Context: an optimization exercise on an open-source flow, tuned for a short achievable clock period and few clock cycles. The choices shown serve that exercise and are no tape-out recipe. Only simulation tests tie the RTL to the original design; equivalence was not proved. Power and IR drop assume default switching activity.

--- design/flow/design.v ---
module mips_pipeline (
  input         clk,
  input         reset,
  output [31:0] imem_addr,
  input  [31:0] imem_data,
  output [31:0] dmem_addr,
  output [31:0] dmem_wdata,
  output        dmem_we,
  input  [31:0] dmem_rdata
);
reg  [29:0] pc;                        
reg         v_d;
reg  [31:0] ins_d;
reg         pred_d;
reg  [29:0] pc4_d, brt_d;
reg         beq_e, pred_e;
reg         rw_e, ld_e, sw_e, mem_e;
reg  [4:0]  dst_e;
reg  [29:0] alt_e;
reg  [31:0] ap_e;                      
reg  [31:0] bp_e;                      
reg  [31:0] rp_e;                      
reg         fam_e, bam_e, fbm_e;       
reg         sub_e, and_e, or_e, ar_e, slt_e;
reg         rw_m, ld_m, sw_m;
reg         mis_m;                     
reg  [29:0] alt_m;                     
reg  [4:0]  dst_m;
reg  [31:0] alu_m, sd_m;
reg  [31:0] da_m;                      
reg         rw_w;
reg  [4:0]  dst_w;
reg  [31:0] wbd;
reg  [31:0] rf [1:31];
assign imem_addr = {pc, 2'b00};
wire [29:0] pc_inc = pc + 30'd1;
wire [5:0]  f_op   = imem_data[31:26];
wire        f_j    = (f_op == 6'h02);
wire        f_beq  = (f_op == 6'h04);
wire        f_pred = f_j | (f_beq & (imem_data[15] | (imem_data[25:21] == imem_data[20:16])));
wire [16:0] f_lo   = {1'b0, pc[15:0]} + {1'b0, imem_data[15:0]} + 17'd1;
wire [13:0] pc_hi  = pc[29:16];
wire [13:0] pc_hip = pc_hi + 14'd1;
wire [13:0] pc_him = pc_hi - 14'd1;
wire [13:0] f_hi   = imem_data[15] ? (f_lo[16] ? pc_hi : pc_him)
                                   : (f_lo[16] ? pc_hip : pc_hi);
wire [29:0] f_brt  = {f_hi, f_lo[15:0]};
wire [29:0] f_tgt  = f_j ? {pc_inc[29:26], imem_data[25:0]} : f_brt;
wire [29:0] f_npc  = f_pred ? f_tgt : pc_inc;
wire [5:0] op    = ins_d[31:26];
wire [4:0] rs    = ins_d[25:21];
wire [4:0] rt    = ins_d[20:16];
wire [4:0] rd    = ins_d[15:11];
wire [5:0] funct = ins_d[5:0];
wire [31:0] simm = {{16{ins_d[15]}}, ins_d[15:0]};
wire is_r    = (op == 6'h00);
wire is_addi = (op == 6'h08);
wire is_lw   = (op == 6'h23);
wire is_sw   = (op == 6'h2b);
wire is_beq  = (op == 6'h04);
wire use_rs = is_r | is_addi | is_lw | is_sw | is_beq;
wire use_rt = is_r | is_sw | is_beq;
wire [4:0] dst_d = is_r ? rd : rt;
wire rw_d = (is_r | is_addi | is_lw) && (dst_d != 5'd0);
wire sub_d = is_r & (funct == 6'h22 || funct == 6'h2a);
wire stall = v_d && ld_e &&
             ((use_rs && rs == dst_e) || (use_rt && rt == dst_e));
wire [31:0] wb_rs = (rw_w && dst_w == rs) ? wbd : rf[rs];
wire [31:0] wb_rt = (rw_w && dst_w == rt) ? wbd : rf[rt];
wire [31:0] rsv_d = (rs == 5'd0) ? 32'd0 : wb_rs;
wire [31:0] rtv_d = (rt == 5'd0) ? 32'd0 : wb_rt;
wire [31:0] mem_val = ld_m ? dmem_rdata : alu_m;
wire fa_m = rw_e && dst_e == rs;
wire fb_m = rw_e && dst_e == rt;
wire fa_k = rw_m && dst_m == rs;
wire fb_k = rw_m && dst_m == rt;
wire [31:0] ap_d = fa_k ? mem_val : rsv_d;
wire [31:0] rp_d = fb_k ? mem_val : rtv_d;
wire [31:0] bp_d = is_r ? (rp_d ^ {32{sub_d}}) : simm;
wire [31:0] a  = fam_e ? alu_m : ap_e;
wire [31:0] bf = fbm_e ? alu_m : rp_e;
wire [31:0] bx = bam_e ? (alu_m ^ {32{sub_e}}) : bp_e;
wire [31:0] sum;
wire        cout;
ks_add32 u_add (.a(a), .b(bx), .ci(sub_e), .s(sum), .co(cout));
wire [31:0] res = ({32{and_e}} & (a & bx)) |
                  ({32{or_e}}  & (a | bx)) |
                  ({32{ar_e}}  & sum) |
                  {31'd0, slt_e & ~cout};
wire eq_rr = (ap_e == rp_e);
wire eq_mr = (alu_m == rp_e);
wire eq_rm = (ap_e == alu_m);
wire eq = fam_e ? (fbm_e | eq_mr) : (fbm_e ? eq_rm : eq_rr);
wire ex_mis      = beq_e & (eq != pred_e);
wire redirect    = mis_m;
wire id_go       = v_d & ~stall & ~redirect;
always @(posedge clk) begin
  if (reset)            pc <= 30'd0;
  else if (redirect)    pc <= alt_m;
  else if (!stall)      pc <= f_npc;
  if (reset || redirect)    v_d <= 1'b0;
  else if (!stall)          v_d <= 1'b1;
  if (!stall) begin
    ins_d  <= imem_data;
    pred_d <= f_pred;
    pc4_d  <= pc_inc;
    brt_d  <= f_brt;
  end
  if (reset || !id_go) begin
    beq_e <= 1'b0; rw_e <= 1'b0; ld_e <= 1'b0; sw_e <= 1'b0; mem_e <= 1'b0;
  end else begin
    beq_e <= is_beq;
    rw_e  <= rw_d;
    ld_e  <= is_lw & rw_d;
    sw_e  <= is_sw;
    mem_e <= is_sw | is_lw;
  end
  pred_e <= pred_d;
  dst_e  <= dst_d;
  alt_e  <= pred_d ? pc4_d : brt_d;
  ap_e   <= ap_d;
  bp_e   <= bp_d;
  rp_e   <= rp_d;
  fam_e  <= fa_m;
  fbm_e  <= fb_m;
  bam_e  <= is_r & fb_m;
  sub_e  <= sub_d;
  and_e  <= is_r & (funct == 6'h24);
  or_e   <= is_r & (funct == 6'h25);
  ar_e   <= ~is_r | (funct == 6'h20) | (funct == 6'h22);
  slt_e  <= is_r & (funct == 6'h2a);
  if (reset || redirect) begin
    rw_m <= 1'b0; ld_m <= 1'b0; sw_m <= 1'b0; mis_m <= 1'b0;
  end else begin
    rw_m <= rw_e; ld_m <= ld_e; sw_m <= sw_e; mis_m <= ex_mis;
  end
  alt_m <= alt_e;
  dst_m <= dst_e;
  alu_m <= res;
  da_m  <= sum & {32{mem_e}};
  sd_m  <= bf;
  if (reset) rw_w <= 1'b0;
  else       rw_w <= rw_m;
  dst_w <= dst_m;
  wbd   <= mem_val;
  if (rw_w) rf[dst_w] <= wbd;
end
assign dmem_addr  = da_m;
assign dmem_wdata = sd_m;
assign dmem_we    = sw_m;
endmodule
module ks_add32 (
  input  [31:0] a,
  input  [31:0] b,
  input         ci,
  output [31:0] s,
  output        co
);
wire [31:0] p = a ^ b;
wire [31:0] g0 = a & b;
reg  [31:0] g, t;
integer i, k;
always @(*) begin
  g = g0;
  t = p;
  g[0] = g0[0] | (p[0] & ci);
  for (k = 1; k < 32; k = k * 2)
    for (i = 31; i >= k; i = i - 1) begin
      g[i] = g[i] | (t[i] & g[i-k]);
      t[i] = t[i] & t[i-k];
    end
end
assign s  = p ^ {g[30:0], ci};
assign co = g[31];
endmodule
--- design/flow/run.sh ---
#!/bin/bash
# synth_recipe.tcl (not shown) runs the flow's synth.tcl, then flattens the netlist and writes it again
# the make line also repeats each setting of config.mk as NAME=value (left out here)
make -C /OpenROAD-flow-scripts/flow DESIGN_CONFIG=/design/flow/config.mk WORK_HOME=/design/flow/orfs CLKGATE_MAP_FILE= SYNTH_SCRIPT=/design/flow/synth_recipe.tcl finish
--- design/flow/config.mk ---
export PLATFORM = sky130hd
export DESIGN_NAME = mips_pipeline
export DESIGN_NICKNAME = mips_pipeline
export VERILOG_FILES = /design/flow/design.v
export SDC_FILE = /design/flow/constraint.sdc
export NUM_CORES = 4
export LEC_CHECK = 0
export ABC_CLOCK_PERIOD_IN_PS = 2500
export CAP_MARGIN = 20
export CORE_MARGIN = 2
export CORE_UTILIZATION = 62
export CTS_CLUSTER_DIAMETER = 100
export CTS_CLUSTER_SIZE = 30
export SETUP_SLACK_MARGIN = 5
export SLEW_MARGIN = 20
export SYNTH_HIERARCHICAL = 1
export SYNTH_MINIMUM_KEEP_SIZE = 0
--- design/flow/constraint.sdc ---
create_clock -name core_clock -period 8.0 [get_ports {clk}]
set_input_delay 1.6000 -clock core_clock [delete_from_list [all_inputs] [get_ports {clk}]]
set_output_delay 1.6000 -clock core_clock [all_outputs]
set_load 0.01 [all_outputs]
==> run notes, run 1 <==
# TYPE chip_impl_metric gauge
chip_impl_metric{name="post_synthesis_cell_type_count",unit=""} 85
chip_impl_metric{name="critical_path_arrival",unit="ns"} 4.34
chip_impl_metric{name="drv_slew",unit=""} 0
chip_impl_metric{name="final_period_minus_worst_setup_slack",unit="ns"} 3.670
chip_impl_metric{name="grt_util_all_layers",unit=""} 0.3682
chip_impl_metric{name="totalNegativeSetupSlack",unit="ns"} 0
chip_impl_info{name="critical_path.startpoint_type",value="input port"} 1
chip_impl_metric{name="vias",unit=""} 44016
chip_impl_metric{name="placed_cells_incl_taps",unit=""} 5764
chip_impl_metric{name="die_area",unit="mm²"} 0.1111
chip_impl_metric{name="ys_seq_elements",unit=""} 1444
chip_impl_info{name="path_class",value="input port to flop"} 1
chip_impl_metric{name="power.static_leakage",unit="nW"} 26.45
chip_impl_metric{name="number_of_input_and_output_port_buffers_inserted",unit=""} 160
chip_impl_metric{name="synth_edf_count",unit=""} 1085
chip_impl_metric{name="dpl_worst_slack",unit="ns"} 2.813
chip_impl_info{name="worstHoldPathType",value="flop to flop"} 1
chip_impl_metric{name="drcViolationCount",unit=""} 0
chip_impl_metric{name="layout.cells.non_filler",unit=""} 6076
chip_impl_metric{name="clkTransAtPathRegs",unit="ns"} 0.12
chip_impl_metric{name="vias_per_cell",unit=""} 7.244
chip_impl_info{name="cts_root_buf",value="sky130_fd_sc_hd__clkbuf_16"} 1
chip_impl_metric{name="wire_length_of_the_first_global_routing_pass",unit="µm"} 294600
chip_impl_metric{name="grt_start_max_net_pins",unit=""} 86
chip_impl_info{name="run_status",value="no timing/DRC/antenna violations"} 1
chip_impl_metric{name="critical_path.max_fanout",unit=""} 6
chip_impl_info{name="cts_tree",value="built"} 1
chip_impl_info{name="cp_slowest_cell",value="sky130_fd_sc_hd__or3b_4"} 1
chip_impl_info{name="synthFlopType",value="sky130_fd_sc_hd__edfxtp_1"} 1
chip_impl_metric{name="std_cell_rows",unit=""} 120
chip_impl_metric{name="routed_wirelength_normalized_by_instance_count",unit="µm"} 34.49
chip_impl_metric{name="fin_skew",unit="ns"} 0.02236
chip_impl_metric{name="finalWirelength",unit="µm"} 209600
chip_impl_metric{name="postSynth.asyncResetShare",unit=""} 0
chip_impl_metric{name="final_antenna_net_count",unit=""} 0
chip_impl_metric{name="die_outline_width",unit="µm"} 333.4
chip_impl_metric{name="hold_viol",unit=""} 0
chip_impl_metric{name="die-height",unit="µm"} 333.4
chip_impl_metric{name="globalRouteOverflowTotal",unit=""} 0
chip_impl_metric{name="number_of_standard_cells_after_synthesis",unit=""} 4423
chip_impl_metric{name="area_growth_syn_to_layout",unit="%"} 14.86
chip_impl_metric{name="postCtsHoldBufs",unit=""} 0
chip_impl_metric{name="finish.utilization",unit=""} 0.7196
chip_impl_metric{name="peakVddDrop",unit="mV"} 0.1932
chip_impl_metric{name="syn_area_per_cell",unit="µm²"} 15.21
chip_impl_metric{name="worst_slack",unit="ns"} 4.330
chip_impl_metric{name="max-clock-path-buffers",unit=""} 3
chip_impl_metric{name="slew-limit-headroom",unit=""} 0.2074
chip_impl_metric{name="mappedNetlistArea",unit="mm²"} 0.06725
chip_impl_metric{name="floorplan.initialDensity",unit=""} 0.6265
chip_impl_info{name="grt_setup_unrepaired",value="true"} 1
chip_impl_info{name="layout.cells.most_common",value="sky130_fd_sc_hd__edfxtp_1"} 1
chip_impl_metric{name="worst_path_largest_cell_delay",unit="ns"} 0.40
chip_impl_metric{name="place_congestion",unit=""} 0.9402
chip_impl_metric{name="num_io_pins",unit=""} 163
chip_impl_metric{name="coreArea",unit="mm²"} 0.1074
chip_impl_metric{name="first_global_vias",unit=""} 42515
chip_impl_metric{name="grt_antenna_before_repair",unit=""} 4
chip_impl_metric{name="cts_max_level",unit=""} 2
chip_impl_metric{name="layout_cells_sized_above_1",unit=""} 0.3129
chip_impl_metric{name="period_share",unit=""} 0.4588
chip_impl_metric{name="synth.yosys.seq_area_share",unit=""} 0.5913
chip_impl_metric{name="worstMarginPinSlew",unit="ns"} 1.187
chip_impl_metric{name="dp.final_hpwl",unit="µm"} 118800
chip_impl_info{name="worst_setup_path_end_kind",value="flop"} 1
chip_impl_metric{name="yosys_warning_count",unit=""} 8
chip_impl_metric{name="worstSkewPairLatency",unit="ns"} 0.73
chip_impl_metric{name="finish.net_count",unit=""} 4763
chip_impl_metric{name="worstPathRequired",unit="ns"} 8.67
chip_impl_metric{name="power-per-cell-area",unit="mW/mm²"} 209.1
chip_impl_info{name="mostFrequentLayoutCells",value="sky130_fd_sc_hd__edfxtp_1, sky130_fd_sc_hd__mux4_2, sky130_fd_sc_hd__dfxtp_1"} 1
chip_impl_metric{name="maxCapViolations",unit=""} 0
chip_impl_metric{name="clock.fmax",unit="MHz"} 272.5
chip_impl_metric{name="initialDrtViolationCount",unit=""} 6589
chip_impl_metric{name="tritoncts_num_sinks",unit=""} 1444
chip_impl_metric{name="first_pass_iters",unit=""} 7
chip_impl_metric{name="finalSetupViolCount",unit=""} 0
chip_impl_metric{name="numCtsBuffers",unit=""} 55
chip_impl_info{name="worstPathCellList",value="dlygate4sd2_1, ha_4, a2111oi_2, o21ai_2, and2_4, o41ai_4, buf_6, mux2i_4, or3b_4, a2111oi_4, a311o_1"} 1
==> worst paths after layout <==
kind / from / end / slack [ns] / cells past startpoint
worst max-delay path: imem_data[7] / pc[20] / 4.33 / 11
worst min-delay path: alt_e[24] / alt_m[24] / 0.34 / 0
worst max register to register: fam_e / alu_m[20] / 4.57 / 14
worst min register to register: alt_e[24] / alt_m[24] / 0.34 / 0
==> synthesized netlist by cell type, drive strengths merged, types with 6 or more instances <==
library cell,instances,area share
inv,60,0.0033
o221ai,6,0.00078
and3,15,0.0014
buf,95,0.0069
nor2b,25,0.0023
o22ai,56,0.0052
mux4,515,0.17
ha,50,0.0093
and2,50,0.0047
xnor2,134,0.017
o21ai,142,0.011
a221oi,12,0.0016
mux2,126,0.021
a211oi,108,0.012
clkbuf,221,0.012
nand2b,18,0.0017
dfxtp,359,0.11
and4,7,0.00091
o211ai,12,0.0013
nor4,24,0.0022
nand3b,8,0.00089
o21a,8,0.00089
nand2,207,0.012
a221o,20,0.0030
mux2i,190,0.028
edfxtp,1085,0.48
nand4,31,0.0029
or3,29,0.0028
a21oi,187,0.014
a211o,6,0.00078
a22oi,51,0.0057
a21o,45,0.0050
o32ai,17,0.0023
nor2,238,0.013
or2,8,0.00078
nor3,52,0.0039
or4,7,0.00084
xor2,76,0.0099
nand3,39,0.0029
o211a,6,0.00089
==> cell type report <==
cell class                 count  area, µm²
clock inverter                 5      61.31
antenna                        4      10.01
fill                        6866      30100
tap                         1403       1755
multi-input combinational   2604      28520
timing repair buffer         477       5171
sequential                  1444      39950
inverter                      62      261.5
clock buffer                  77       1523
==> metal layers <==
layer  vias up  track usage  wire length, µm
met5         -            0                0
met1     22578       0.5199            77620
li1      17998            -                -
met4         0       0.1751            12080
met2      2927       0.5731            97660
met3       513      0.05279            22210
==> sequential cells by signal, indices dropped and copies added, names as in the netlist, 5 cells and up, named ones only <==
signal  flops
alt_e      30
alt_m      30
alu_m      32
ap_e       32
bp_e       32
brt_d      30
da_m       32
dst_e       5
dst_m       5
dst_w       5
ins_d      32
pc         30
pc4_d      30
rf        992
rp_e       32
sd_m       32
wbd        32
==> per-module statistics from Yosys, one instance, submodules excluded <==
module	cells	flip-flops and latches	times used	area (µm²)
mips_pipeline	4165	1444	1	65430
ks_add32	258	0	1	1824
==> timing repair <==
item                                    in CTS  in global routing
pin swaps                                  112                104
gates cloned                                19                  9
resized for setup                          587                201
setup buffers                              144                 54
endpoints found under the setup margin     436                176
==> where the power goes <==
| part | internal, mW | switching (mW) | total, mW |
|---|---|---|---|
| Combinational | 1.19 | 1.50 | 2.68 |
| Clock | 1.36 | 2.27 | 3.62 |
| Sequential | 9.00 | 0.844 | 9.85 |
==> cells by family after synthesis <==
logic type / Yosys count / share of synthesized area
compound gates: 730 / 0.07131
mux: 831 / 0.2218
xor+xnor: 210 / 0.02735
other cells: 1 / 0.00005576
simple gates: 776 / 0.05527
flops: 1444 / 0.5913
buf+inv: 378 / 0.02268
fa+ha+maj: 53 / 0.01020
==> critical path, delay by kind of cell <==
| kind | cells | cell delay [ns] |
|---|---|---|
| fa+ha+maj | 1 | 0.28 |
| simple gates | 2 | 0.59 |
| compound gates | 5 | 1.22 |
| buf+inv | 2 | 0.56 |
| mux | 1 | 0.08 |
==> stage by stage <==
stage / hold slack (ns) / power (mW) / area (µm²)
2_1_floorplan: 0.3096 / 11.05 / 67550
3_3_place_gp: 0.3101 / 12.10 / 70670
3_5_place_dp: 0.3121 / 12.13 / 70670
4_1_cts: 0.3381 / 15.91 / 75730
5_1_grt: 0.3418 / 16.60 / 77250
6_report: 0.3386 / 16.15 / 77250
Testbench counts, summed over its fixed seeds: cycles 19,971.
==> inputs of run 2 (changes only) <==
--- a/design/flow/design.v
+++ b/design/flow/design.v
@@ -22,5 +22,7 @@
 reg  [31:0] rp_e;                      
 reg         fam_e, bam_e, fbm_e;       
+reg         fan_e, ban_e, fbn_e;       
 reg         sub_e, and_e, or_e, ar_e, slt_e;
+reg         subn_e;                    
 reg         rw_m, ld_m, sw_m;
 reg         mis_m;                     
@@ -78,7 +80,10 @@
 wire [31:0] rp_d = fb_k ? mem_val : rtv_d;
 wire [31:0] bp_d = is_r ? (rp_d ^ {32{sub_d}}) : simm;
-wire [31:0] a  = fam_e ? alu_m : ap_e;
-wire [31:0] bf = fbm_e ? alu_m : rp_e;
-wire [31:0] bx = bam_e ? (alu_m ^ {32{sub_e}}) : bp_e;
+wire [31:0] a  = {fan_e ? ap_e[31:16] : alu_m[31:16],
+                  fam_e ? alu_m[15:0] : ap_e[15:0]};
+wire [31:0] bf = {fbn_e ? rp_e[31:16] : alu_m[31:16],
+                  fbm_e ? alu_m[15:0] : rp_e[15:0]};
+wire [31:0] bx = {ban_e ? bp_e[31:16] : (alu_m[31:16] ^ {16{~subn_e}}),
+                  bam_e ? (alu_m[15:0] ^ {16{sub_e}}) : bp_e[15:0]};
 wire [31:0] sum;
 wire        cout;
@@ -125,5 +130,9 @@
   fbm_e  <= fb_m;
   bam_e  <= is_r & fb_m;
+  fan_e  <= ~fa_m;
+  fbn_e  <= ~fb_m;
+  ban_e  <= ~(is_r & fb_m);
   sub_e  <= sub_d;
+  subn_e <= ~sub_d;
   and_e  <= is_r & (funct == 6'h24);
   or_e   <= is_r & (funct == 6'h25);
--- a/design/flow/config.mk
+++ b/design/flow/config.mk
@@ -9,9 +9,5 @@
 export CAP_MARGIN = 20
 export CORE_MARGIN = 2
-export CORE_UTILIZATION = 62
-export CTS_CLUSTER_DIAMETER = 100
-export CTS_CLUSTER_SIZE = 30
-export SETUP_SLACK_MARGIN = 5
+export CORE_UTILIZATION = 55
+export SETUP_SLACK_MARGIN = 5.0
 export SLEW_MARGIN = 20
-export SYNTH_HIERARCHICAL = 1
-export SYNTH_MINIMUM_KEEP_SIZE = 0
==> run 2 against run 1 <==
  * Still clean on timing, DRC and antenna
  * Non-clock buffer count grew 11
  * Global-route usage shrank 2.8 points
  * Setup slack gained 0.073 ns
==> run notes, run 2 <==
# TYPE chip_impl_metric gauge
chip_impl_info{name="run_status",value="no timing/DRC/antenna violations"} 1
chip_impl_metric{name="globalRouteOverflowTotal",unit=""} 0
chip_impl_metric{name="yosys_warning_count",unit=""} 2
chip_impl_metric{name="worstPathRequired",unit="ns"} 8.70
chip_impl_metric{name="die_outline_width",unit="µm"} 354.9
chip_impl_info{name="synth.top_cells.by_count",value="sky130_fd_sc_hd__edfxtp_1, sky130_fd_sc_hd__mux4_2, sky130_fd_sc_hd__dfxtp_1"} 1
chip_impl_metric{name="worstSkewPairLatency",unit="ns"} 0.80
chip_impl_metric{name="ff_latch_area",unit="mm²"} 0.04005
chip_impl_info{name="path_class",value="input port to flop"} 1
chip_impl_metric{name="postCtsHoldBufs",unit=""} 0
chip_impl_metric{name="finish.utilization",unit=""} 0.6657
chip_impl_metric{name="drcViolationCount",unit=""} 0
chip_impl_metric{name="number_of_input_and_output_port_buffers_inserted",unit=""} 160
chip_impl_info{name="layout.cells.most_common",value="sky130_fd_sc_hd__edfxtp_1"} 1
chip_impl_info{name="synthFlopType",value="sky130_fd_sc_hd__edfxtp_1"} 1
chip_impl_info{name="largest_register_by_flop_count",value="rf"} 1
chip_impl_info{name="critical_path.startpoint_type",value="input port"} 1
chip_impl_metric{name="wire_length_of_the_first_global_routing_pass",unit="µm"} 304400
chip_impl_info{name="grt_setup_unrepaired",value="true"} 1
chip_impl_info{name="synth_top_cell_by_area",value="sky130_fd_sc_hd__edfxtp_1"} 1
chip_impl_metric{name="period_share",unit=""} 0.4497
chip_impl_metric{name="netlist.area_leader.share",unit=""} 0.4810
chip_impl_metric{name="finalSetupViolCount",unit=""} 0
chip_impl_metric{name="critical_path.max_fanout",unit=""} 4
chip_impl_metric{name="maxCapViolations",unit=""} 0
chip_impl_info{name="cp_slowest_cell",value="sky130_fd_sc_hd__or4_4"} 1
chip_impl_metric{name="totalNegativeSetupSlack",unit="ns"} 0
chip_impl_metric{name="finish.net_count",unit=""} 4891
chip_impl_info{name="cts_tree",value="built"} 1
chip_impl_metric{name="grt_antenna_before_repair",unit=""} 5
chip_impl_metric{name="clkTransAtPathRegs",unit="ns"} 0.07
chip_impl_metric{name="fin_skew",unit="ns"} 0.02602
chip_impl_info{name="cts_root_buf",value="sky130_fd_sc_hd__clkbuf_16"} 1
chip_impl_metric{name="mappedNetlistArea",unit="mm²"} 0.06773
chip_impl_metric{name="slew-limit-headroom",unit=""} 0.1974
chip_impl_metric{name="hold_viol",unit=""} 0
chip_impl_metric{name="peakVddDrop",unit="mV"} 0.2468
chip_impl_metric{name="synth_edf_count",unit=""} 1085
chip_impl_metric{name="max-clock-path-buffers",unit=""} 3
chip_impl_metric{name="largest_register_ffs",unit=""} 992
chip_impl_metric{name="die-height",unit="µm"} 354.9
chip_impl_metric{name="die_area",unit="mm²"} 0.1260
chip_impl_info{name="worst_setup_path_end_kind",value="flop"} 1
chip_impl_metric{name="first_pass_iters",unit=""} 7
chip_impl_metric{name="worst_path_largest_cell_delay",unit="ns"} 0.55
chip_impl_metric{name="floorplan.initialDensity",unit=""} 0.5550
chip_impl_metric{name="coreArea",unit="mm²"} 0.1220
chip_impl_metric{name="grt_util_all_layers",unit=""} 0.3401
chip_impl_metric{name="routed_wirelength_normalized_by_instance_count",unit="µm"} 33.50
chip_impl_info{name="synth_most_common_cell",value="sky130_fd_sc_hd__edfxtp_1"} 1
chip_impl_metric{name="cts_max_level",unit=""} 4
chip_impl_metric{name="finalWirelength",unit="µm"} 217600
chip_impl_metric{name="worstMarginPinSlew",unit="ns"} 1.202
chip_impl_metric{name="ys_seq_elements",unit=""} 1448
chip_impl_metric{name="vias",unit=""} 43627
chip_impl_metric{name="critical_path_arrival",unit="ns"} 4.30
chip_impl_metric{name="syn_area_per_cell",unit="µm²"} 15.42
chip_impl_metric{name="filler_cell_count",unit=""} 8563
chip_impl_info{name="synthTopCellsByArea",value="sky130_fd_sc_hd__edfxtp_1, sky130_fd_sc_hd__mux4_2, sky130_fd_sc_hd__dfxtp_1"} 1
chip_impl_metric{name="std_cell_rows",unit=""} 128
chip_impl_metric{name="finalHoldWorstSlack",unit="ns"} 0.3204
chip_impl_metric{name="numCtsBuffers",unit=""} 154
chip_impl_metric{name="tritoncts_num_sinks",unit=""} 1448
chip_impl_metric{name="first_global_vias",unit=""} 42523
chip_impl_metric{name="num_io_pins",unit=""} 163
chip_impl_metric{name="grt_start_max_net_pins",unit=""} 78
chip_impl_metric{name="area_growth_syn_to_layout",unit="%"} 19.93
chip_impl_info{name="path_delay_family",value="compound AO/OA/AOI/OAI gates"} 1
chip_impl_metric{name="synth.yosys.seq_area_share",unit=""} 0.5883
chip_impl_metric{name="final_antenna_net_count",unit=""} 0
chip_impl_metric{name="vias_per_cell",unit=""} 6.716
chip_impl_metric{name="final_period_minus_worst_setup_slack",unit="ns"} 3.597
chip_impl_metric{name="placed_cells_incl_taps",unit=""} 5963
chip_impl_metric{name="clock.fmax",unit="MHz"} 278.0
chip_impl_info{name="worstHoldPathType",value="flop to flop"} 1
chip_impl_metric{name="place_congestion",unit=""} 0.9154
chip_impl_metric{name="power.static_leakage",unit="nW"} 28.60
chip_impl_metric{name="post_synthesis_cell_type_count",unit=""} 81
chip_impl_info{name="mostFrequentLayoutCells",value="sky130_fd_sc_hd__edfxtp_1, sky130_fd_sc_hd__mux4_2, sky130_fd_sc_hd__dfxtp_1"} 1
chip_impl_metric{name="postSynth.asyncResetShare",unit=""} 0
chip_impl_metric{name="initialDrtViolationCount",unit=""} 5866
chip_impl_metric{name="drv_slew",unit=""} 0
chip_impl_metric{name="critical_path_buf_inv_count",unit=""} 3
chip_impl_metric{name="layout.cells.non_filler",unit=""} 6496
chip_impl_metric{name="multi_input_area",unit="mm²"} 0.02818
chip_impl_metric{name="number_of_standard_cells_after_synthesis",unit=""} 4393
chip_impl_metric{name="dp.final_hpwl",unit="µm"} 120800
chip_impl_metric{name="power-per-cell-area",unit="mW/mm²"} 245.0
chip_impl_info{name="worstPathCellList",value="buf_12, inv_12, ha_4, inv_2, fa_2, a211oi_2, o211a_1, o32a_1, o21ai_4, or4_4, o311ai_2, o21ai_1, a311oi_1"} 1
chip_impl_metric{name="layout_cells_sized_above_1",unit=""} 0.3372
[run 2: cell types whose count changed in the layout (fill, tap and decap cells not counted), sizes merged, moves of 40 or more]
| cell | delta |
|---|---|
| nor2 | +92 |
| a22oi | -40 |
| inv | +73 |
| o21ai | -60 |
| clkinv | +40 |
| nand2 | -67 |
| clkbuf | +146 |
[run 2: power breakdown]
part           switching [mW]  internal, mW
logic                    1.46          1.14
registers               0.859          9.03
clock network            3.01          4.39
[run 2: cell families (layout without fill, tap and decap cells)]
group | after synthesis | count (layout) | synth area share
fa+ha+maj | 86 | 86 | 0.01622
compound gates | 640 | 642 | 0.06312
simple gates | 725 | 730 | 0.04960
buf+inv | 438 | 906 | 0.02738
xor+xnor | 210 | 210 | 0.02715
mux | 845 | 845 | 0.2282
other cells | 1 | 4 | 0.00005536
flops | 1448 | 1448 | 0.5883
[run 2: metal layers]
| metal | part of all wire | up-vias | global-route usage |
|---|---|---|---|
| met3 | 0.094 | 424 | 0.05595 |
| li1 | - | 18113 | - |
| met5 | 0.00015 | - | 0 |
| met1 | 0.39 | 22748 | 0.4802 |
| met2 | 0.47 | 2338 | 0.5357 |
| met4 | 0.042 | 4 | 0.1315 |
[run 2: repair_timing]
item                       in CTS  in global routing
cloned                         22                 12
setup buffers                 130                 80
pin swaps                     101                 77
setup endpoints to repair     375                193
gates resized for setup       610                186
[run 2: final cells by class]
type,count,area share
clock inverter,69,0.009457
sequential,1448,0.4930
tap,1625,0.02503
multi-input combinational,2515,0.3469
inverter,132,0.006253
timing repair buffer,488,0.06421
antenna,2,0.00006161
clock buffer,217,0.05512
[run 2: worst paths after layout]
path / endpoint / slack, ns / cells after the start / from
setup / recovery: pc[23] / 4.40 / 13 / imem_data[0]
hold reg to reg: alt_m[5] / 0.32 / 0 / alt_e[5]
hold / removal: alt_m[5] / 0.32 / 0 / alt_e[5]
setup reg to reg: alu_m[30] / 4.43 / 14 / fam_e
[run 2: stage by stage]
stage | setup slack (ns) | area (µm²) | power [mW]
4_1_cts | 4.414 | 79550 | 19.78
3_3_place_gp | 2.819 | 71380 | 12.19
3_5_place_dp | 2.779 | 71390 | 12.21
5_1_grt | 4.331 | 81230 | 20.48
2_1_floorplan | 4.120 | 68160 | 11.07
6_report | 4.403 | 81240 | 19.90
Testbench counts of run 2, summed over its fixed seeds: cycles 19,971.
==> inputs of run 3 (changes only) <==
--- a/design/flow/design.v
+++ b/design/flow/design.v
@@ -13,9 +13,12 @@
 reg  [31:0] ins_d;
 reg         pred_d;
-reg  [29:0] pc4_d, brt_d;
+reg  [29:0] pc4_d;
+reg         pok_d;
 reg         beq_e, pred_e;
 reg         rw_e, ld_e, sw_e, mem_e;
 reg  [4:0]  dst_e;
 reg  [29:0] alt_e;
+reg  [29:0] tgt_e;                     
+reg         pfix_e;                    
 reg  [31:0] ap_e;                      
 reg  [31:0] bp_e;                      
@@ -41,12 +44,8 @@
 wire        f_beq  = (f_op == 6'h04);
 wire        f_pred = f_j | (f_beq & (imem_data[15] | (imem_data[25:21] == imem_data[20:16])));
-wire [16:0] f_lo   = {1'b0, pc[15:0]} + {1'b0, imem_data[15:0]} + 17'd1;
-wire [13:0] pc_hi  = pc[29:16];
-wire [13:0] pc_hip = pc_hi + 14'd1;
-wire [13:0] pc_him = pc_hi - 14'd1;
-wire [13:0] f_hi   = imem_data[15] ? (f_lo[16] ? pc_hi : pc_him)
-                                   : (f_lo[16] ? pc_hip : pc_hi);
-wire [29:0] f_brt  = {f_hi, f_lo[15:0]};
-wire [29:0] f_tgt  = f_j ? {pc_inc[29:26], imem_data[25:0]} : f_brt;
+wire [10:0] f_lo   = {1'b0, pc[9:0]} + {1'b0, imem_data[9:0]} + 11'd1;
+wire        f_pok  = imem_data[15] ? (f_lo[10] & (&imem_data[15:10]))
+                                   : (~f_lo[10] & ~(|imem_data[15:10]));
+wire [29:0] f_tgt  = f_j ? {pc_inc[29:26], imem_data[25:0]} : {pc[29:10], f_lo[9:0]};
 wire [29:0] f_npc  = f_pred ? f_tgt : pc_inc;
 wire [5:0] op    = ins_d[31:26];
@@ -65,4 +64,5 @@
 wire [4:0] dst_d = is_r ? rd : rt;
 wire rw_d = (is_r | is_addi | is_lw) && (dst_d != 5'd0);
+wire [29:0] brt_d = pc4_d + simm[29:0];      
 wire sub_d = is_r & (funct == 6'h22 || funct == 6'h2a);
 wire stall = v_d && ld_e &&
@@ -97,5 +97,5 @@
 wire eq_rm = (ap_e == alu_m);
 wire eq = fam_e ? (fbm_e | eq_mr) : (fbm_e ? eq_rm : eq_rr);
-wire ex_mis      = beq_e & (eq != pred_e);
+wire ex_mis      = beq_e & ((eq != pred_e) | (pfix_e & eq));
 wire redirect    = mis_m;
 wire id_go       = v_d & ~stall & ~redirect;
@@ -110,5 +110,5 @@
     pred_d <= f_pred;
     pc4_d  <= pc_inc;
-    brt_d  <= f_brt;
+    pok_d  <= f_pok;
   end
   if (reset || !id_go) begin
@@ -124,4 +124,6 @@
   dst_e  <= dst_d;
   alt_e  <= pred_d ? pc4_d : brt_d;
+  tgt_e  <= brt_d;
+  pfix_e <= is_beq & pred_d & ~pok_d;
   ap_e   <= ap_d;
   bp_e   <= bp_d;
@@ -144,5 +146,5 @@
     rw_m <= rw_e; ld_m <= ld_e; sw_m <= sw_e; mis_m <= ex_mis;
   end
-  alt_m <= alt_e;
+  alt_m <= (pfix_e & eq) ? tgt_e : alt_e;
   dst_m <= dst_e;
   alu_m <= res;
==> run 3 against run 2 <==
  * Worst hold slack improved by 0.078 ns
  * Non-clock buffer count shrank 49
  * Clock power fell by 1%
  * Die area increased by 0.73%
  * Register-to-register slack gained 0.21 ns
  * Still clean on timing, DRC and antenna
  * Highest routed layer unchanged
  * Largest power group unchanged
  * Synthesized cell count up 2.8%
==> run notes, run 3 <==
# TYPE chip_impl_metric gauge
chip_impl_metric{name="num_io_pins",unit=""} 163
chip_impl_info{name="whs_endpoint",value="dst_m[1]"} 1
chip_impl_metric{name="power-per-cell-area",unit="mW/mm²"} 244.7
chip_impl_metric{name="synth_edf_count",unit=""} 1056
chip_impl_metric{name="number_of_standard_cells_after_synthesis",unit=""} 4518
chip_impl_metric{name="first_global_vias",unit=""} 43392
chip_impl_info{name="critical_path.startpoint_type",value="flop"} 1
chip_impl_metric{name="worst_slack",unit="ns"} 4.640
chip_impl_info{name="layout.cells.most_common",value="sky130_fd_sc_hd__edfxtp_1"} 1
chip_impl_info{name="worstHoldStart",value="dst_e[1]"} 1
chip_impl_metric{name="drcViolationCount",unit=""} 0
chip_impl_metric{name="final_period_minus_worst_setup_slack",unit="ns"} 3.360
chip_impl_metric{name="layout_cells_sized_above_1",unit=""} 0.3147
chip_impl_metric{name="routed_wirelength_normalized_by_instance_count",unit="µm"} 32.72
chip_impl_info{name="cts_root_buf",value="sky130_fd_sc_hd__clkbuf_16"} 1
chip_impl_info{name="grt_setup_unrepaired",value="true"} 1
chip_impl_metric{name="std_cell_rows",unit=""} 129
chip_impl_metric{name="syn_area_per_cell",unit="µm²"} 15.10
chip_impl_metric{name="clock.fmax",unit="MHz"} 297.7
chip_impl_metric{name="peakVddDrop",unit="mV"} 0.3231
chip_impl_metric{name="dpl_worst_slack",unit="ns"} 3.462
chip_impl_metric{name="finalSetupViolCount",unit=""} 0
chip_impl_metric{name="die-height",unit="µm"} 356.2
chip_impl_metric{name="finalWirelength",unit="µm"} 215900
chip_impl_info{name="mostFrequentLayoutCells",value="sky130_fd_sc_hd__edfxtp_1, sky130_fd_sc_hd__mux4_2, sky130_fd_sc_hd__dfxtp_1"} 1
chip_impl_metric{name="grt_util_all_layers",unit=""} 0.3397
chip_impl_metric{name="worstMarginPinSlew",unit="ns"} 1.053
chip_impl_metric{name="area_growth_syn_to_layout",unit="%"} 18.16
chip_impl_metric{name="tritoncts_num_sinks",unit=""} 1450
chip_impl_metric{name="power.static_leakage",unit="nW"} 28.48
chip_impl_metric{name="die_outline_width",unit="µm"} 356.2
chip_impl_metric{name="floorplan.initialDensity",unit=""} 0.5526
chip_impl_metric{name="ys_seq_elements",unit=""} 1450
chip_impl_metric{name="number_of_input_and_output_port_buffers_inserted",unit=""} 160
chip_impl_metric{name="clkTransAtPathRegs",unit="ns"} 0.06
chip_impl_metric{name="critical_path.max_fanout",unit=""} 6
chip_impl_metric{name="cts_max_level",unit=""} 4
chip_impl_metric{name="fin_area",unit="mm²"} 0.08062
chip_impl_metric{name="slew-limit-headroom",unit=""} 0.2968
chip_impl_metric{name="fin_skew",unit="ns"} 0.02332
chip_impl_info{name="r2r_end",value="alu_m[20]"} 1
chip_impl_info{name="cts_tree",value="built"} 1
chip_impl_info{name="synthFlopType",value="sky130_fd_sc_hd__edfxtp_1"} 1
chip_impl_metric{name="critical_path_arrival",unit="ns"} 4.03
chip_impl_info{name="path_class",value="flop to flop"} 1
chip_impl_metric{name="worstSkewPairLatency",unit="ns"} 0.80
chip_impl_metric{name="final_antenna_net_count",unit=""} 0
chip_impl_metric{name="globalRouteOverflowTotal",unit=""} 0
chip_impl_info{name="synth_most_common_cell",value="sky130_fd_sc_hd__edfxtp_1"} 1
chip_impl_info{name="cp_slowest_cell",value="sky130_fd_sc_hd__dfxtp_4"} 1
chip_impl_metric{name="grt_antenna_before_repair",unit=""} 3
chip_impl_metric{name="mappedNetlistArea",unit="mm²"} 0.06823
chip_impl_metric{name="worstPathRequired",unit="ns"} 8.67
chip_impl_info{name="synthTopCellsByArea",value="sky130_fd_sc_hd__edfxtp_1, sky130_fd_sc_hd__mux4_2, sky130_fd_sc_hd__dfxtp_1"} 1
chip_impl_metric{name="vias_per_cell",unit=""} 6.646
chip_impl_info{name="regToRegStartpoint",value="fam_e"} 1
chip_impl_metric{name="netlist.area_leader.share",unit=""} 0.4647
chip_impl_info{name="worstHoldPathType",value="flop to flop"} 1
chip_impl_metric{name="maxCapViolations",unit=""} 0
chip_impl_metric{name="worst_path_largest_cell_delay",unit="ns"} 0.42
chip_impl_metric{name="largest_register_ffs",unit=""} 992
chip_impl_info{name="synth.top_cells.by_count",value="sky130_fd_sc_hd__edfxtp_1, sky130_fd_sc_hd__mux4_2, sky130_fd_sc_hd__dfxtp_1"} 1
chip_impl_metric{name="numCtsBuffers",unit=""} 156
chip_impl_metric{name="yosys_warning_count",unit=""} 2
chip_impl_metric{name="totalNegativeSetupSlack",unit="ns"} 0
chip_impl_info{name="path_delay_family",value="compound AO/OA/AOI/OAI gates"} 1
chip_impl_info{name="worst_setup_path_end_kind",value="flop"} 1
chip_impl_metric{name="postCtsHoldBufs",unit=""} 0
chip_impl_info{name="run_status",value="no timing/DRC/antenna violations"} 1
chip_impl_metric{name="first_pass_iters",unit=""} 6
chip_impl_metric{name="finish.net_count",unit=""} 5002
chip_impl_metric{name="postSynth.asyncResetShare",unit=""} 0
chip_impl_metric{name="max-clock-path-buffers",unit=""} 3
chip_impl_metric{name="ff_to_ff_setup_slack",unit="ns"} 4.64
chip_impl_metric{name="vias",unit=""} 43852
chip_impl_metric{name="grt_start_max_net_pins",unit=""} 65
chip_impl_metric{name="hold_depth",unit=""} 0
chip_impl_metric{name="report.power.total",unit="mW"} 19.73
chip_impl_metric{name="critical_path_buf_inv_count",unit=""} 0
chip_impl_metric{name="place_congestion",unit=""} 0.8961
chip_impl_info{name="worstPathCellList",value="mux2_4, fa_2, fa_2, a211oi_2, o21bai_1, a21oi_2, o311a_1, a211oi_4, or3_4, a21oi_2, xnor2_1, a221o_1"} 1
chip_impl_metric{name="coreArea",unit="mm²"} 0.1235
chip_impl_metric{name="post_synthesis_cell_type_count",unit=""} 84
chip_impl_metric{name="placedInstanceArea",unit="mm²"} 0.07197
chip_impl_info{name="largest_register_by_flop_count",value="rf"} 1
chip_impl_metric{name="drv_slew",unit=""} 0
chip_impl_info{name="synth_top_cell_by_area",value="sky130_fd_sc_hd__edfxtp_1"} 1
chip_impl_metric{name="period_share",unit=""} 0.4199
chip_impl_metric{name="initialDrtViolationCount",unit=""} 5385
chip_impl_metric{name="hold_viol",unit=""} 0
chip_impl_metric{name="die_area",unit="mm²"} 0.1269
chip_impl_metric{name="worst-r2r-cell-count",unit=""} 12
chip_impl_metric{name="finalHoldWorstSlack",unit="ns"} 0.3984
chip_impl_metric{name="dp.final_hpwl",unit="µm"} 126100
chip_impl_metric{name="wire_length_of_the_first_global_routing_pass",unit="µm"} 306000
chip_impl_metric{name="synth.yosys.seq_area_share",unit=""} 0.5803
[run 3: changes by cell type after synthesis, sizes merged, moves of 21 or more]
cell and delta:
o22ai -39, nand2 +24, mux2 +57, nor2 -42, o21ai +37, mux4 -42
a21o -22, ha +21, a211oi +54, dfxtp +31, o211ai +34, edfxtp -29
[run 3: layout make-up]
cell class                 instances  area, µm²
timing repair buffer             439       4503
clock inverter                    88      893.4
tap                             1637       2048
antenna                            1      2.502
inverter                         140      549.3
multi-input combinational       2641      28580
fill                            8841      42850
clock buffer                     202       4259
sequential                      1450      39790
[run 3: what timing repair did]
item                                    4_1_cts  5_1_grt
endpoints found under the setup margin      447      214
setup buffers                               121       37
cloned                                       13        6
endpoints found under the hold margin         0        0
pin swaps                                    69       68
resized for setup                           564      162
[run 3: how the worst max path moves through the flow]
| stage | from | cells past startpoint | endpoint | slack, ns |
|---|---|---|---|---|
| 5_1_grt | fam_e | 12 | alu_m[20] | 4.52 |
| 4_1_cts | fam_e | 13 | alu_m[20] | 4.66 |
| 3_5_place_dp | imem_data[26] | 10 | pc[0] | 3.46 |
| 2_1_floorplan | imem_data[0] | 12 | pok_d | 4.38 |
| 3_3_place_gp | imem_data[26] | 10 | pc[0] | 3.48 |
| 6_report | fam_e | 12 | alu_m[20] | 4.64 |
[run 3: routing by layer]
metal,share of wire,up-vias,track usage,wire length [µm]
met1,0.39,22682,0.4603,83740
met4,0.049,2,0.1527,10560
met3,0.085,463,0.06005,18330
met5,0.000079,-,0,17
met2,0.48,2213,0.5421,103300
li1,-,18492,-,-
[run 3: cells by family (layout without fill, tap and decap cells)]
logic type,count (synthesis),in the layout,share of synthesized area
buf+inv,433,869,0.02734
xor+xnor,225,225,0.02888
compound gates,733,733,0.07144
mux,858,858,0.2235
other cells,1,3,0.00005496
fa+ha+maj,108,108,0.02024
flops,1450,1450,0.5803
simple gates,710,715,0.04823
[run 3: report_power, final]
part / internal, mW / switching, mW / total, mW
clock network: 4.25 / 3.06 / 7.32
registers: 8.99 / 0.564 / 9.55
logic: 1.15 / 1.71 / 2.86
total: 14.4 / 5.34 / 19.7
[run 3: through the flow]
step / utilization / cells
after floorplan: - / 4519
after global placement: 0.5828 / 6130
after detailed placement: 0.5828 / 6130
after CTS: 0.6443 / 6554
after global routing: 0.6529 / 6597
final: 0.6529 / 6598
Testbench counts of run 3, summed over its fixed seeds: cycles 19,971.
==> inputs of run 4 (changes only) <==
--- a/design/flow/config.mk
+++ b/design/flow/config.mk
@@ -10,4 +10,4 @@
 export CORE_MARGIN = 2
 export CORE_UTILIZATION = 55
-export SETUP_SLACK_MARGIN = 5.0
+export SETUP_SLACK_MARGIN = 4.6
 export SLEW_MARGIN = 20
==> run 4 against run 3 <==
  * Still clean
  * Fmax decreased by 2.1%
  * Utilization is 1.6 points lower
  * Global-route usage fell by 0.36 points
  * Combinational power is about 10% lower
  * Sequential cell count is the same
  * Non-clock buffer count shrank 110
  * Largest cell class unchanged
==> run notes, run 4 <==
# TYPE chip_impl_metric gauge
chip_impl_metric{name="filler_cell_count",unit=""} 9161
chip_impl_metric{name="mappedNetlistArea",unit="mm²"} 0.06823
chip_impl_metric{name="tritoncts_num_sinks",unit=""} 1450
chip_impl_metric{name="grt_start_max_net_pins",unit=""} 94
chip_impl_metric{name="peakVddDrop",unit="mV"} 0.2946
chip_impl_metric{name="grt_antenna_before_repair",unit=""} 1
chip_impl_metric{name="fin_area",unit="mm²"} 0.07860
chip_impl_metric{name="initialDrtViolationCount",unit=""} 5366
chip_impl_metric{name="finish.utilization",unit=""} 0.6366
chip_impl_metric{name="period_share",unit=""} 0.4290
chip_impl_metric{name="place_congestion",unit=""} 0.9044
chip_impl_metric{name="worst-r2r-cell-count",unit=""} 8
chip_impl_metric{name="num_io_pins",unit=""} 163
chip_impl_metric{name="number_of_standard_cells_after_synthesis",unit=""} 4518
chip_impl_info{name="synth.top_cells.by_count",value="sky130_fd_sc_hd__edfxtp_1, sky130_fd_sc_hd__mux4_2, sky130_fd_sc_hd__dfxtp_1"} 1
chip_impl_metric{name="postCtsHoldBufs",unit=""} 0
chip_impl_metric{name="totalNegativeSetupSlack",unit="ns"} 0
chip_impl_info{name="r2r_end",value="bp_e[21]"} 1
chip_impl_metric{name="maxCapViolations",unit=""} 0
chip_impl_metric{name="vias_per_cell",unit=""} 6.647
chip_impl_metric{name="finalHoldWorstSlack",unit="ns"} 0.3961
chip_impl_metric{name="worstMarginPinSlew",unit="ns"} 1.107
chip_impl_info{name="path_class",value="flop to flop"} 1
chip_impl_info{name="mostFrequentLayoutCells",value="sky130_fd_sc_hd__edfxtp_1, sky130_fd_sc_hd__mux4_2, sky130_fd_sc_hd__dfxtp_1"} 1
chip_impl_metric{name="layout.cells.non_filler",unit=""} 6489
chip_impl_metric{name="wire_length_of_the_first_global_routing_pass",unit="µm"} 303700
chip_impl_metric{name="dp.final_hpwl",unit="µm"} 126900
chip_impl_info{name="largest_register_by_flop_count",value="rf"} 1
chip_impl_metric{name="syn_area_per_cell",unit="µm²"} 15.10
chip_impl_metric{name="critical_path_arrival",unit="ns"} 4.08
chip_impl_metric{name="final_period_minus_worst_setup_slack",unit="ns"} 3.432
chip_impl_info{name="whs_endpoint",value="dst_m[0]"} 1
chip_impl_metric{name="routed_wirelength_normalized_by_instance_count",unit="µm"} 32.96
chip_impl_metric{name="synth.yosys.seq_area_share",unit=""} 0.5803
chip_impl_metric{name="power.static_leakage",unit="nW"} 27.55
chip_impl_info{name="worstHoldStart",value="dst_e[0]"} 1
chip_impl_metric{name="clock.fmax",unit="MHz"} 291.4
chip_impl_metric{name="final_antenna_net_count",unit=""} 0
chip_impl_metric{name="critical_path.max_fanout",unit=""} 36
chip_impl_metric{name="multi_input_area",unit="mm²"} 0.02763
chip_impl_metric{name="globalRouteOverflowTotal",unit=""} 0
chip_impl_metric{name="std_cell_rows",unit=""} 129
chip_impl_info{name="synth_top_cell_by_area",value="sky130_fd_sc_hd__edfxtp_1"} 1
chip_impl_metric{name="max-clock-path-buffers",unit=""} 3
chip_impl_metric{name="finalWirelength",unit="µm"} 213900
chip_impl_metric{name="worstPathRequired",unit="ns"} 8.65
chip_impl_metric{name="fin_skew",unit="ns"} 0.02056
chip_impl_metric{name="numCtsBuffers",unit=""} 156
chip_impl_metric{name="clkTransAtPathRegs",unit="ns"} 0.06
chip_impl_metric{name="netlist.area_leader.share",unit=""} 0.4647
chip_impl_metric{name="number_of_input_and_output_port_buffers_inserted",unit=""} 160
chip_impl_metric{name="ff_to_ff_setup_slack",unit="ns"} 4.57
chip_impl_info{name="synthFlopType",value="sky130_fd_sc_hd__edfxtp_1"} 1
chip_impl_metric{name="die-height",unit="µm"} 356.2
chip_impl_metric{name="hold_depth",unit=""} 0
chip_impl_metric{name="drcViolationCount",unit=""} 0
chip_impl_metric{name="ys_seq_elements",unit=""} 1450
chip_impl_info{name="cts_root_buf",value="sky130_fd_sc_hd__clkbuf_16"} 1
chip_impl_metric{name="cts_max_level",unit=""} 4
chip_impl_info{name="worst_setup_path_end_kind",value="flop"} 1
chip_impl_metric{name="vias",unit=""} 43134
chip_impl_info{name="synthTopCellsByArea",value="sky130_fd_sc_hd__edfxtp_1, sky130_fd_sc_hd__mux4_2, sky130_fd_sc_hd__dfxtp_1"} 1
chip_impl_metric{name="area_growth_syn_to_layout",unit="%"} 15.19
chip_impl_info{name="critical_path.startpoint_type",value="flop"} 1
chip_impl_metric{name="hold_viol",unit=""} 0
chip_impl_metric{name="postSynth.asyncResetShare",unit=""} 0
chip_impl_metric{name="slew-limit-headroom",unit=""} 0.2608
chip_impl_metric{name="synth_edf_count",unit=""} 1056
chip_impl_metric{name="first_pass_iters",unit=""} 5
chip_impl_info{name="cts_tree",value="built"} 1
chip_impl_metric{name="finalSetupViolCount",unit=""} 0
chip_impl_metric{name="placed_cells_incl_taps",unit=""} 6124
chip_impl_metric{name="die_outline_width",unit="µm"} 356.2
chip_impl_metric{name="power-per-cell-area",unit="mW/mm²"} 248.2
chip_impl_metric{name="yosys_warning_count",unit=""} 2
chip_impl_metric{name="first_global_vias",unit=""} 42519
chip_impl_metric{name="die_area",unit="mm²"} 0.1269
chip_impl_info{name="grt_setup_unrepaired",value="true"} 1
chip_impl_metric{name="worstSkewPairLatency",unit="ns"} 0.80
chip_impl_metric{name="largest_register_ffs",unit=""} 992
chip_impl_metric{name="placedInstanceArea",unit="mm²"} 0.07187
chip_impl_metric{name="floorplan.initialDensity",unit=""} 0.5526
chip_impl_metric{name="ff_latch_area",unit="mm²"} 0.03972
chip_impl_metric{name="grt_util_all_layers",unit=""} 0.3361
chip_impl_metric{name="post_synthesis_cell_type_count",unit=""} 84
chip_impl_metric{name="drv_slew",unit=""} 0
chip_impl_metric{name="finish.net_count",unit=""} 4892
chip_impl_info{name="synth_most_common_cell",value="sky130_fd_sc_hd__edfxtp_1"} 1
chip_impl_info{name="layout.cells.most_common",value="sky130_fd_sc_hd__edfxtp_1"} 1
chip_impl_metric{name="layout_cells_sized_above_1",unit=""} 0.2608
chip_impl_metric{name="coreArea",unit="mm²"} 0.1235
chip_impl_info{name="worstHoldPathType",value="flop to flop"} 1
chip_impl_info{name="run_status",value="no timing/DRC/antenna violations"} 1
run 4: cell counts after synthesis:
No cell type changed its count.
run 4: metrics by stage:
step                      setup WS [ns]  power [mW]
after floorplan                   4.378       11.03
after global placement            3.513       12.19
after detailed placement          3.482       12.21
after CTS                         4.581       19.50
after global routing              4.494       20.09
final                             4.568       19.50
run 4: how the worst max path moves through the flow:
stage	to	slack [ns]	depth (start not counted)
after CTS	alu_m[25]	4.58	12
final	bp_e[21]	4.57	8
after global routing	alu_m[20]	4.49	12
after detailed placement	pc[14]	3.48	9
after floorplan	pok_d	4.38	12
after global placement	pc[18]	3.51	9
run 4: worst max-delay path: stages, from the launching register on:
cell and delay [ns]:
sky130_fd_sc_hd__dfxtp_4 0.55, sky130_fd_sc_hd__buf_16 0.34, sky130_fd_sc_hd__mux4_2 0.56, sky130_fd_sc_hd__mux4_2 0.46, sky130_fd_sc_hd__a21oi_1 0.33, sky130_fd_sc_hd__nand2_1 0.11, sky130_fd_sc_hd__o21ai_1 0.34, sky130_fd_sc_hd__o22ai_1 0.37
sky130_fd_sc_hd__mux2i_1 0.20
run 4: per-layer routing:
layer	up-vias	global-route usage	wire length (µm)
met3	441	0.05806	17960
met2	2127	0.5318	101100
met4	0	0.1419	9822
met5	-	0	0
met1	22288	0.4640	84950
li1	18278	-	-
run 4: repair_timing:
action / 4_1_cts / 5_1_grt
gates cloned: 6 / 6
pin swaps: 12 / 32
gates resized for setup: 109 / 74
endpoints found under the setup margin: 229 / 109
buffers inserted: 33 / 27
run 4: cells by family after synthesis:
family,after synthesis,share of synthesized area
flops,1450,0.5803
mux,858,0.2235
compound gates,733,0.07144
simple gates,710,0.04823
buf+inv,433,0.02734
xor+xnor,225,0.02888
fa+ha+maj,108,0.02024
other cells,1,0.00005496
run 4: cell type report:
type	count	area share
diodes	2	0.00006368
clock buffers	203	0.05468
clock inverters	87	0.01087
inverters	140	0.006877
multi-input cells	2641	0.3515
flip-flops and latches	1450	0.5053
well taps	1637	0.02606
repair buffers	329	0.04464
run 4: report_power, final:
group | switching, mW | internal, mW | leakage, nW | total [mW]
sequential | 0.652 | 9.00 | 13.0 | 9.65
combinational | 1.54 | 1.02 | 12.1 | 2.57
clock | 3.06 | 4.23 | 2.53 | 7.29
==> inputs of run 5 (changes only) <==
--- a/design/flow/config.mk
+++ b/design/flow/config.mk
@@ -9,5 +9,5 @@
 export CAP_MARGIN = 20
 export CORE_MARGIN = 2
-export CORE_UTILIZATION = 55
-export SETUP_SLACK_MARGIN = 4.6
+export CORE_UTILIZATION = 62
+export SETUP_SLACK_MARGIN = 5
 export SLEW_MARGIN = 20
==> run 5 against run 4 <==
  * Total power fell by 1.0%
  * Routed wire length fell by 2.0%
  * Global-route usage grew 3.3 points
  * Synthesized cell count unchanged
  * Setup slack improved by 0.14 ns
  * Sequential share of layout area shrank 0.55 points
  * Non-clock buffer count increased by 74
  * Highest routed layer is now met5
  * Register-to-register slack gained 0.14 ns
  * Fmax is 4.2% higher
  * First-iteration DRC count grew 12%
==> run notes, run 5 <==
# TYPE chip_impl_metric gauge
chip_impl_info{name="run_status",value="no timing/DRC/antenna violations"} 1
chip_impl_metric{name="coreArea",unit="mm²"} 0.1090
chip_impl_metric{name="critical_path_arrival",unit="ns"} 3.99
chip_impl_info{name="synthFlopType",value="sky130_fd_sc_hd__edfxtp_1"} 1
chip_impl_metric{name="drcViolationCount",unit=""} 0
chip_impl_metric{name="postCtsHoldBufs",unit=""} 0
chip_impl_metric{name="netlist.area_leader.share",unit=""} 0.4647
chip_impl_metric{name="yosys_warning_count",unit=""} 2
chip_impl_metric{name="power-per-cell-area",unit="mW/mm²"} 242.5
chip_impl_metric{name="post_synth_xor_area_fraction",unit=""} 0.02888
chip_impl_metric{name="pwr-share-seq",unit=""} 0.508
chip_impl_metric{name="synth_edf_count",unit=""} 1056
chip_impl_info{name="critical_path.startpoint_type",value="flop"} 1
chip_impl_metric{name="floorplan.initialDensity",unit=""} 0.6260
chip_impl_info{name="largest_register_by_flop_count",value="rf"} 1
chip_impl_metric{name="fin_skew",unit="ns"} 0.02987
chip_impl_metric{name="synth_compound_area_frac",unit=""} 0.07144
chip_impl_metric{name="power.static_leakage",unit="nW"} 28.14
chip_impl_info{name="synth_top_cell_by_area",value="sky130_fd_sc_hd__edfxtp_1"} 1
chip_impl_metric{name="internal_power",unit="mW"} 14.13
chip_impl_info{name="cts_root_buf",value="sky130_fd_sc_hd__clkbuf_16"} 1
chip_impl_metric{name="worstSetupPathDepth",unit=""} 15
chip_impl_info{name="worstHoldPathType",value="flop to flop"} 1
chip_impl_metric{name="grt_start_max_net_pins",unit=""} 65
chip_impl_metric{name="p_comb_frac",unit=""} 0.132
chip_impl_metric{name="std_cell_rows",unit=""} 121
chip_impl_metric{name="number_of_input_and_output_port_buffers_inserted",unit=""} 160
chip_impl_metric{name="worst_path_largest_cell_delay",unit="ns"} 0.42
chip_impl_metric{name="vias_per_cell",unit=""} 6.999
chip_impl_metric{name="largest_register_ffs",unit=""} 992
chip_impl_metric{name="critical_path_buf_inv_count",unit=""} 3
chip_impl_metric{name="wire_length_of_the_first_global_routing_pass",unit="µm"} 296800
chip_impl_info{name="synth_most_common_cell",value="sky130_fd_sc_hd__edfxtp_1"} 1
chip_impl_metric{name="place_congestion",unit=""} 0.9192
chip_impl_metric{name="hold_viol",unit=""} 0
chip_impl_metric{name="initialDrtViolationCount",unit=""} 5996
chip_impl_metric{name="vias",unit=""} 44246
chip_impl_metric{name="die_outline_width",unit="µm"} 335.7
chip_impl_metric{name="maxCapViolations",unit=""} 0
chip_impl_metric{name="finalWirelength",unit="µm"} 209500
chip_impl_metric{name="synth.yosys.seq_area_share",unit=""} 0.5803
chip_impl_metric{name="worstPathRequired",unit="ns"} 8.69
chip_impl_info{name="layout.cells.most_common",value="sky130_fd_sc_hd__edfxtp_1"} 1
chip_impl_metric{name="critical_path.max_fanout",unit=""} 7
chip_impl_info{name="worstPathCellList",value="xnor2_2, a21oi_2, fa_2, fa_2, a211oi_2, o21bai_1, a21oi_2, buf_4, buf_6, o31a_1, o21a_1, buf_6, o211ai_1, or3b_4, o221ai_2"} 1
chip_impl_info{name="grt_setup_unrepaired",value="true"} 1
chip_impl_metric{name="hold_depth",unit=""} 0
chip_impl_metric{name="cts_max_level",unit=""} 4
chip_impl_metric{name="clkTransAtPathRegs",unit="ns"} 0.06
chip_impl_metric{name="number_of_standard_cells_after_synthesis",unit=""} 4518
chip_impl_info{name="path_class",value="flop to flop"} 1
chip_impl_metric{name="tritoncts_num_sinks",unit=""} 1450
chip_impl_metric{name="peakVddDrop",unit="mV"} 0.2835
chip_impl_metric{name="clock.fmax",unit="MHz"} 303.6
chip_impl_metric{name="slew-limit-headroom",unit=""} 0.2346
chip_impl_metric{name="die_area",unit="mm²"} 0.1127
chip_impl_metric{name="power.share.switching",unit=""} 0.2678
chip_impl_metric{name="area_growth_syn_to_layout",unit="%"} 16.66
chip_impl_metric{name="grt_antenna_before_repair",unit=""} 3
chip_impl_metric{name="die-height",unit="µm"} 335.7
chip_impl_info{name="mostFrequentLayoutCells",value="sky130_fd_sc_hd__edfxtp_1, sky130_fd_sc_hd__mux4_2, sky130_fd_sc_hd__dfxtp_1"} 1
chip_impl_metric{name="period_share",unit=""} 0.4118
chip_impl_info{name="cts_tree",value="built"} 1
chip_impl_metric{name="worstSkewPairLatency",unit="ns"} 0.77
chip_impl_metric{name="synthAdderAreaFrac",unit=""} 0.02024
chip_impl_info{name="synthTopCellsByArea",value="sky130_fd_sc_hd__edfxtp_1, sky130_fd_sc_hd__mux4_2, sky130_fd_sc_hd__dfxtp_1"} 1
chip_impl_metric{name="post_synthesis_cell_type_count",unit=""} 84
chip_impl_info{name="cp_slowest_cell",value="sky130_fd_sc_hd__or3b_4"} 1
chip_impl_info{name="synth.top_cells.by_count",value="sky130_fd_sc_hd__edfxtp_1, sky130_fd_sc_hd__mux4_2, sky130_fd_sc_hd__dfxtp_1"} 1
chip_impl_metric{name="postSynth.asyncResetShare",unit=""} 0
chip_impl_metric{name="num_io_pins",unit=""} 163
## run 5: worst paths after layout
| check | slack (ns) | endpoint | from |
|---|---|---|---|
| worst min-delay path | 0.39 | dst_m[1] | dst_e[1] |
| worst max-delay path | 4.71 | alu_m[18] | sub_e |
| worst max register to register | 4.71 | alu_m[18] | sub_e |
| worst min register to register | 0.39 | dst_m[1] | dst_e[1] |
## run 5: metrics by stage
step / cells / area (µm²) / util / power [mW] / worst slack (ns)
floorplan: 4519 / 68570 / - / 11.05 / 4.378
CTS: 6278 / 78690 / 0.7219 / 19.17 / 4.748
global placement: 5891 / 71560 / 0.6565 / 12.10 / 3.569
global route: 6321 / 79600 / 0.7302 / 19.82 / 4.603
detailed placement: 5892 / 71580 / 0.6567 / 12.13 / 3.502
finish: 6322 / 79600 / 0.7303 / 19.30 / 4.706
## run 5: cell families after synthesis
| group | Yosys count |
|---|---|
| muxes | 858 |
| xor gates and xnor gates | 225 |
| AOI/OAI and AO/OA | 733 |
| and+or+nand+nor | 710 |
| buffers and inverters | 433 |
| other | 1 |
| DFF | 1450 |
| adders and majority gates | 108 |
## run 5: cell type report
cell class | instances | area (µm²)
multi-input combinational | 2641 | 28410
inverter | 140 | 543.0
clock inverter | 70 | 640.6
tap | 1414 | 1769
timing repair buffer | 403 | 4225
sequential | 1450 | 39790
antenna | 1 | 2.502
fill | 6862 | 29400
clock buffer | 203 | 4222
## run 5: power groups by stage
stage,Combinational [mW],Sequential (mW),Clock [mW]
after detailed placement,2.18,9.95,0
after global placement,2.15,9.95,0
final,2.55,9.80,6.95
after CTS,2.41,9.77,6.99
after global routing,2.69,9.85,7.28
after floorplan,1.39,9.65,0
## run 5: routing by layer
metal / GRT usage / share of wire
met4: 0.1940 / 0.057
met2: 0.5689 / 0.46
met3: 0.07336 / 0.11
met5: 0 / 0.00013
met1: 0.5031 / 0.37
## run 5: timing repair
action | in CTS | in global routing
buffers inserted | 98 | 35
setup endpoints to repair | 363 | 150
resized for setup | 446 | 144
gates cloned | 15 | 8
pin swaps | 68 | 63
## run 5: worst register-to-register path: stages, from the launching register on
cell                       delay (ns)
sky130_fd_sc_hd__dfxtp_4         0.38
sky130_fd_sc_hd__xnor2_2         0.14
sky130_fd_sc_hd__a21oi_2         0.20
sky130_fd_sc_hd__fa_2            0.29
sky130_fd_sc_hd__fa_2            0.22
sky130_fd_sc_hd__a211oi_2        0.06
sky130_fd_sc_hd__o21bai_1        0.17
sky130_fd_sc_hd__a21oi_2         0.09
sky130_fd_sc_hd__buf_4           0.15
sky130_fd_sc_hd__buf_6           0.11
sky130_fd_sc_hd__o31a_1          0.32
sky130_fd_sc_hd__o21a_1          0.22
sky130_fd_sc_hd__buf_6           0.13
sky130_fd_sc_hd__o211ai_1        0.16
sky130_fd_sc_hd__or3b_4          0.42
sky130_fd_sc_hd__o221ai_2        0.16

[re-timing with driven ports]
The results above use ideal ports. As a check the final layouts listed here were re-extracted and re-timed, cells and wires unchanged. Step 1: set_driving_cell puts a clkbuf_16 on clk and a buf_2 on each other input, an assumption about the parent block. Step 2 also shifts input and output timing later by t, the mid clock arrival at the registers, as if the neighbouring blocks saw the same clock. a / b / c = ideal ports / drivers / drivers and shift; a / b = the first two.
run | t, ns | setup slack, ns | clock arrival spread, ns | worst register clock-pin slew, ns
run 1 | 0.789 | 4.330 / 4.341 / 3.569 | 0.040 / 0.040 | 0.12 / 0.12
run 2 | 0.875 | 4.403 / 4.424 / 3.549 | 0.033 / 0.032 | 0.07 / 0.07
run 3 | 0.871 | 4.640 / 4.640 / 4.160 | 0.029 / 0.029 | 0.07 / 0.07
run 4 | 0.867 | 4.568 / 4.568 / 3.862 | 0.027 / 0.027 | 0.07 / 0.07
run 5 | 0.828 | 4.706 / 4.706 / 4.076 | 0.035 / 0.034 | 0.06 / 0.06
After both steps every run listed still meets setup and hold. The setup slack of run 2, which loses most, moves by +0.021 ns with the drivers and by -0.854 ns with both steps.
